Context: an optimization exercise on an open-source flow, tuned for a short achievable clock period and few clock cycles. The choices shown serve that exercise and are no tape-out recipe.
The RTL was checked by simulation tests, not by an equivalence proof against the original design.
No activity file was given, so power comes from the tool's default toggle rates.

## cpu
module cpu(clk,reset,in,out,N,V,Z,w,mem_addr,mem_cmd,halt);
Size in the first run: roughly 2000 cells after synthesis, about 260 flip-flops, ~50 I/O pins.
clock: 8.0 ns
lec_check: 0
abc_clock_period_in_ps: 2500
cap_margin: 20
core_margin: 2
core_utilization: 75
setup_slack_margin: 5
slew_margin: 20
tns_end_percent: 100
run.sh (not shown) runs the stock make flow with config.mk's settings and CLKGATE_MAP_FILE= SYNTH_SCRIPT=/design/flow/synth_recipe.tcl, a recipe that flattens the netlist after the stock synthesis.
The baseline aborted during global routing (5_1_grt), error GRT-0116.
Testbench counts at the start, summed over its fixed seeds: cycles 27,218.
Edit:
--- a/flow/config.mk
+++ b/flow/config.mk
@@ -10,3 +10,3 @@
 export CORE_MARGIN = 2
-export CORE_UTILIZATION = 75
+export CORE_UTILIZATION = 55
 export SETUP_SLACK_MARGIN = 5
After rerunning: This time the run finished with timing, DRC and antenna clean. Area after synthesis does not change. Synthesized cell count is unchanged.
Edit:
--- a/flow/config.mk
+++ b/flow/config.mk
@@ -10,3 +10,3 @@
 export CORE_MARGIN = 2
-export CORE_UTILIZATION = 55
+export CORE_UTILIZATION = 65
 export SETUP_SLACK_MARGIN = 5
Result: Total power came out higher by 1.7%. Die area came out lower by 15%. Global-route usage came out higher by 8.1 points. Final area came out higher by 0.73%. Sequential share of layout area came out lower by 0.20 points. Maximum frequency came out lower by 1.9%. Synthesized cell count is unchanged. Clock skew came out higher by 49 ps. Worst hold slack improves by 7.9 ps. Final cell count came out lower by 2.1%. Via count came out higher by 13%.

========
Another version of the RTL of cpu (not shown whole).
Size in the first run: ~1900 cells after synthesis, roughly 260 flip-flops, about 0.019 mm^2 of cells after synthesis.
make LEC_CHECK=0 ABC_CLOCK_PERIOD_IN_PS=1000 CAP_MARGIN=20 CORE_MARGIN=2 CORE_UTILIZATION=55 SETUP_SLACK_MARGIN=5 SLEW_MARGIN=20 finish   # period 8.0 ns
The first run finished with timing, DRC and antenna clean.
Testbench counts at the start, summed over its fixed seeds: cycles 27,218.
Next try:
==> flow/flow/run.sh (new file) <==
#!/bin/bash
# The standard layout, except that synthesis leaves adders as plain gates for
# abc instead of mapping them to full/half-adder cells (ADDER_MAP_FILE empty):
# the design's adders are written as parallel-prefix logic, which the
# full-adder cells would turn back into carry chains.
set -euo pipefail
bash standard.sh ADDER_MAP_FILE= finish > flow_make.log 2>&1
==> flow/standard.sh (new file) <==
#!/bin/bash
# synth_recipe.tcl (not shown) runs the flow's synth.tcl, then flattens the netlist and writes it again
# the make line also repeats each setting of config.mk as NAME=value (left out here)
make -C /OpenROAD-flow-scripts/flow DESIGN_CONFIG=/design/flow/config.mk WORK_HOME=/design/flow/orfs CLKGATE_MAP_FILE= SYNTH_SCRIPT=/design/flow/synth_recipe.tcl "${@:-finish}"
- ABC_CLOCK_PERIOD_IN_PS: 1000 -> 2500
- TNS_END_PERCENT: not set -> 100
removed: flow/run.sh
After rerunning: Count of clock-buffer cells in the layout is lower by 4. Sequential power barely changes. Synthesized cell count is higher by about 10%. Wire length is higher by about 6%. Final cell count is higher by 10%. Power is higher by about 2.6%. Via count is higher by about 11%. Clock skew is lower by 0.011 ns.
Next try:
==> flow/run.sh (new file) <==
#!/bin/bash
# synth_recipe.tcl (not shown) runs the flow's synth.tcl, then flattens the netlist and writes it again
# the make line also repeats each setting of config.mk as NAME=value (left out here)
make -C /OpenROAD-flow-scripts/flow DESIGN_CONFIG=/design/flow/config.mk WORK_HOME=/design/flow/orfs CLKGATE_MAP_FILE= SYNTH_SCRIPT=/design/flow/synth_recipe.tcl finish
removed: flow/flow/run.sh
removed: flow/standard.sh
Core utilization drops by 2.9 points.
Setup slack is worse by 0.0086 ns.
Routed wire length went down by 5.8%.
Cell area came out lower by 6.7%.
Final cell count came out lower by 9.3%.
Non-clock buffer count decreases by 105.
Combinational power goes down by 13%.
Clock-buffer cell count came out higher by 4.
Die area fell by 2.9%.
Clock power is higher by about 5%.
Clock skew climbs by 0.011 ns.

========
## run A
The RTL this note starts from:
==> flow/design.v <==
module cpu(clk,reset,in,out,N,V,Z,w,mem_addr,mem_cmd,halt);
  input clk, reset;
  input [15:0] in;
  output [15:0] out;
  output N, V, Z, w;
  output [8:0] mem_addr;
  output [1:0] mem_cmd;
  output halt;
  reg [15:0] rf [0:7];
  reg fN, fV, fZ;
  reg p_ld, p_st;           
  reg p_f;                  
  reg [8:0] p_a;            
  reg [2:0] p_rd;           
  reg [15:0] sd;            
  reg [8:0] fpc;            
  reg hold;                 
  reg hp;                   
  reg halt_r;
  reg i_f;                  
  reg [8:0] i_pc;           
  reg i_ld;                 
  reg i_kill;               
  reg [2:0] i_rd;
  reg x_v;
  reg [15:0] x_a, x_b, x_c;
  reg [2:0] x_ra, x_rb, x_rc;
  reg x_pa, x_pb, x_pc;     
  reg [1:0] x_sh;
  reg x_sub, x_and, x_not, x_pass;
  reg x_cmp;
  reg x_wr;
  reg [2:0] x_rd;
  reg x_jmp, x_jreg;
  reg [2:0] x_cond;
  reg [8:0] x_tgt;
  reg x_slow, x_st;
  reg [2:0] x_ldrd;
  reg [15:0] bs;
  always @* begin
    case (x_sh)
      2'b00: bs = x_b;
      2'b01: bs = {x_b[14:0], 1'b0};
      2'b10: bs = {1'b0, x_b[15:1]};
      default: bs = {x_b[15], x_b[15:1]};
    endcase
  end
  wire [15:0] sum = x_a + (x_sub ? ~bs : bs) + {15'd0, x_sub};
  wire [15:0] x_res = x_and ? (x_a & bs) :
                      x_not ? ~bs :
                      x_pass ? bs : sum;
  reg taken;
  always @* begin
    case (x_cond)
      3'b000: taken = 1'b1;
      3'b001: taken = fZ;
      3'b010: taken = ~fZ;
      3'b011: taken = fN ^ fV;
      3'b100: taken = fZ | (fN ^ fV);
      default: taken = 1'b0;
    endcase
  end
  wire pdata = p_ld | p_st;
  wire x_jt = x_v & x_jmp & taken;
  wire x_stall = x_v & (x_pa | x_pb | x_pc | (x_jt & pdata));
  wire x_ex = x_v & ~x_stall;
  wire redirect = x_ex & x_jmp & taken;
  wire [8:0] tgt = x_jreg ? x_c[8:0] : x_tgt;
  wire xw = x_ex & x_wr;
  wire fetch_now = redirect | p_f;
  wire [8:0] fa = redirect ? tgt : fpc;
  assign mem_addr = redirect ? tgt : (pdata ? p_a : fpc);
  assign mem_cmd = p_st ? 2'b10 : 2'b01;
  assign out = sd;
  assign halt = halt_r;
  assign w = halt_r;
  assign N = fN;
  assign V = fV;
  assign Z = fZ;
  wire dv = i_f & ~redirect & ~hp;
  wire [4:0] op = in[15:11];
  wire d_movi = op == 5'b11010;
  wire d_mov  = op == 5'b11000;
  wire d_add  = op == 5'b10100;
  wire d_cmp  = op == 5'b10101;
  wire d_and  = op == 5'b10110;
  wire d_mvn  = op == 5'b10111;
  wire d_ldr  = op == 5'b01100;
  wire d_str  = op == 5'b10000;
  wire d_b    = op == 5'b00100;
  wire d_bl   = op == 5'b01011;
  wire d_bx   = op == 5'b01000;
  wire d_blx  = op == 5'b01010;
  wire d_halt = in[15:13] == 3'b111;
  wire d_mem  = d_ldr | d_str;
  wire d_breg = d_mov | d_add | d_cmp | d_and | d_mvn;
  wire [2:0] rn = in[10:8];
  wire [2:0] rd = in[7:5];
  wire [2:0] rm = in[2:0];
  wire [15:0] sx5 = {{11{in[4]}}, in[4:0]};
  wire [15:0] sx8 = {{8{in[7]}}, in[7:0]};
  wire [8:0] pc1 = i_pc + 9'd1;
  wire [15:0] link = {8'd0, pc1[7:0]};
  wire blx_same = d_blx & (rn == rd);
  wire fw_n = xw & (x_rd == rn);
  wire fw_m = xw & (x_rd == rm);
  wire fw_d = xw & (x_rd == rd);
  wire [15:0] rd_n = fw_n ? x_res : rf[rn];
  wire [15:0] rd_m = fw_m ? x_res : rf[rm];
  wire [15:0] rd_d = fw_d ? x_res : rf[rd];
  wire xl = x_ex & x_slow & ~x_st;
  wire pn_n = ~fw_n & ((p_ld & (p_rd == rn)) | (xl & (x_ldrd == rn)));
  wire pn_m = ~fw_m & ((p_ld & (p_rd == rm)) | (xl & (x_ldrd == rm)));
  wire pn_d = ~fw_d & ((p_ld & (p_rd == rd)) | (xl & (x_ldrd == rd)));
  wire xs = x_ex & x_slow;
  wire d_slow = fw_n | pn_n | (d_str & pn_d) | xs;
  wire [8:0] d_da = rf[rn][8:0] + sx5[8:0];
  wire d_memfast = dv & d_mem & ~d_slow;
  wire d_memslow = dv & d_mem & d_slow;
  wire hold_n = d_memslow | (hold & ~xs);
  wire hp_n = hp | (dv & d_halt);
  always @(posedge clk) begin
    if (xw) rf[x_rd] <= x_res;
    if (i_ld & ~i_kill & ~(xw & (x_rd == i_rd))) rf[i_rd] <= in;
    if (x_ex & x_cmp) begin
      fN <= sum[15];
      fZ <= sum == 16'd0;
      fV <= (x_a[15] ^ bs[15]) & (x_a[15] ^ sum[15]);
    end
    i_pc <= fa;
    i_rd <= p_rd;
    i_kill <= xw & (x_rd == p_rd);
    if (xs) begin
      p_a <= x_res[8:0];
      p_rd <= x_ldrd;
      sd <= x_c;
    end else begin
      p_a <= d_da;
      p_rd <= rd;
      sd <= rd_d;
    end
    if (x_stall) begin
      if (x_pa & i_ld & ~i_kill & (i_rd == x_ra)) begin x_a <= in; x_pa <= 1'b0; end
      if (x_pb & i_ld & ~i_kill & (i_rd == x_rb)) begin x_b <= in; x_pb <= 1'b0; end
      if (x_pc & i_ld & ~i_kill & (i_rd == x_rc)) begin x_c <= in; x_pc <= 1'b0; end
    end else begin
      x_a <= rd_n;
      x_b <= d_breg ? rd_m : d_movi ? sx8 : (d_bl | d_blx) ? link : sx5;
      x_c <= blx_same ? link : rd_d;
      x_ra <= rn;
      x_rb <= rm;
      x_rc <= rd;
      x_pa <= pn_n & (d_add | d_cmp | d_and | d_mem);
      x_pb <= pn_m & d_breg;
      x_pc <= pn_d & (d_str | d_bx | (d_blx & ~blx_same));
      x_sh <= d_breg ? in[4:3] : 2'b00;
      x_sub <= d_cmp;
      x_and <= d_and;
      x_not <= d_mvn;
      x_pass <= d_movi | d_mov | d_bl | d_blx;
      x_cmp <= d_cmp;
      x_wr <= d_movi | d_mov | d_add | d_and | d_mvn | d_bl | d_blx;
      x_rd <= (d_movi | d_bl | d_blx) ? rn : rd;
      x_jmp <= d_b | d_bl | d_bx | d_blx;
      x_jreg <= d_bx | d_blx;
      x_cond <= d_b ? rn : 3'b000;
      x_tgt <= pc1 + sx8[8:0];
      x_slow <= d_mem & d_slow;
      x_st <= d_str;
      x_ldrd <= rd;
    end
    if (reset) begin
      p_ld <= 1'b0;
      p_st <= 1'b0;
      p_f <= 1'b1;
      fpc <= 9'd0;
      hold <= 1'b0;
      hp <= 1'b0;
      halt_r <= 1'b0;
      i_f <= 1'b0;
      i_ld <= 1'b0;
      x_v <= 1'b0;
    end else begin
      fpc <= fetch_now ? fa + 9'd1 : fpc;
      i_f <= fetch_now;
      i_ld <= p_ld;
      hold <= hold_n;
      hp <= hp_n;
      halt_r <= halt_r | (hp_n & ~xs);
      if (xs) begin
        p_ld <= ~x_st;
        p_st <= x_st;
        p_f <= 1'b0;
      end else if (d_memfast) begin
        p_ld <= d_ldr;
        p_st <= d_str;
        p_f <= 1'b0;
      end else begin
        p_ld <= 1'b0;
        p_st <= 1'b0;
        p_f <= ~(hold_n | hp_n);
      end
      if (!x_stall) x_v <= dv & ~d_halt;
    end
  end
endmodule
clock: 8.0 ns
lec_check: 0
abc_clock_period_in_ps: 2500
cap_margin: 20
core_margin: 2
core_utilization: 40
setup_slack_margin: 5
slew_margin: 20
Stock flow here: none of the scripts above is used.
Testbench counts of run A, summed over its fixed seeds: cycles 27,218.
Setup changes, run A to run B
Settings: swapping 40 for 55 in CORE_UTILIZATION; putting TNS_END_PERCENT at 100 where nothing was set.
Findings:
Run A → run B: routed wire length shrank by 5.3%, total non-filler cell area in the finished layout shrank by about 4%, height of the die shrank by 14%. Run B: PASS, flow complete, no timing, DRC or antenna violations. Compared with run A, run B improves leakage power. Run B -> run A: sequential share of power flat.

[separate check: timing with driven ports]
The results above use ideal ports. As a check the final layouts listed here were re-extracted and re-timed, cells and wires unchanged. Step 1 assumes that a clkbuf_16 drives the clock port and a buf_2 every other input. Step 2 also shifts input and output timing later by t, the mid clock arrival at the registers, as if the neighbouring blocks saw the same clock. Slacks: ideal / step 1 / step 2; pairs: ideal / step 1.
| run | t, ns | slack for setup (ns) | hold WS [ns] | worst setup path after step 2 |
|---|---|---|---|---|
| the second run of note 1 | 0.657 | 4.425 / 4.357 / 3.700 | 0.380 / 0.380 / 0.380 | input to register |
| the third run of note 1 | 0.660 | 4.356 / 4.143 / 3.482 | 0.388 / 0.388 / 0.388 | input to register |
| the first run of note 2 | 0.645 | 4.468 / 4.279 / 3.633 | 0.396 / 0.396 / 0.396 | input to register |
| the second run of note 2 | 0.658 | 4.476 / 4.275 / 3.617 | 0.396 / 0.396 / 0.396 | input to register |
| the third run of note 2 | 0.645 | 4.468 / 4.279 / 3.633 | 0.396 / 0.396 / 0.396 | input to register |
| run A | 0.641 | 3.647 / 3.589 / 3.806 | 0.463 / 0.463 / 0.463 | input to register |
| run B | 0.583 | 3.830 / 3.776 / 3.839 | 0.467 / 0.467 / 0.467 | input to register |
After both steps setup and hold are still met in every run listed. The setup slack of the third run of note 1, which loses most, moves by -0.213 ns with the drivers and by -0.874 ns with both steps.
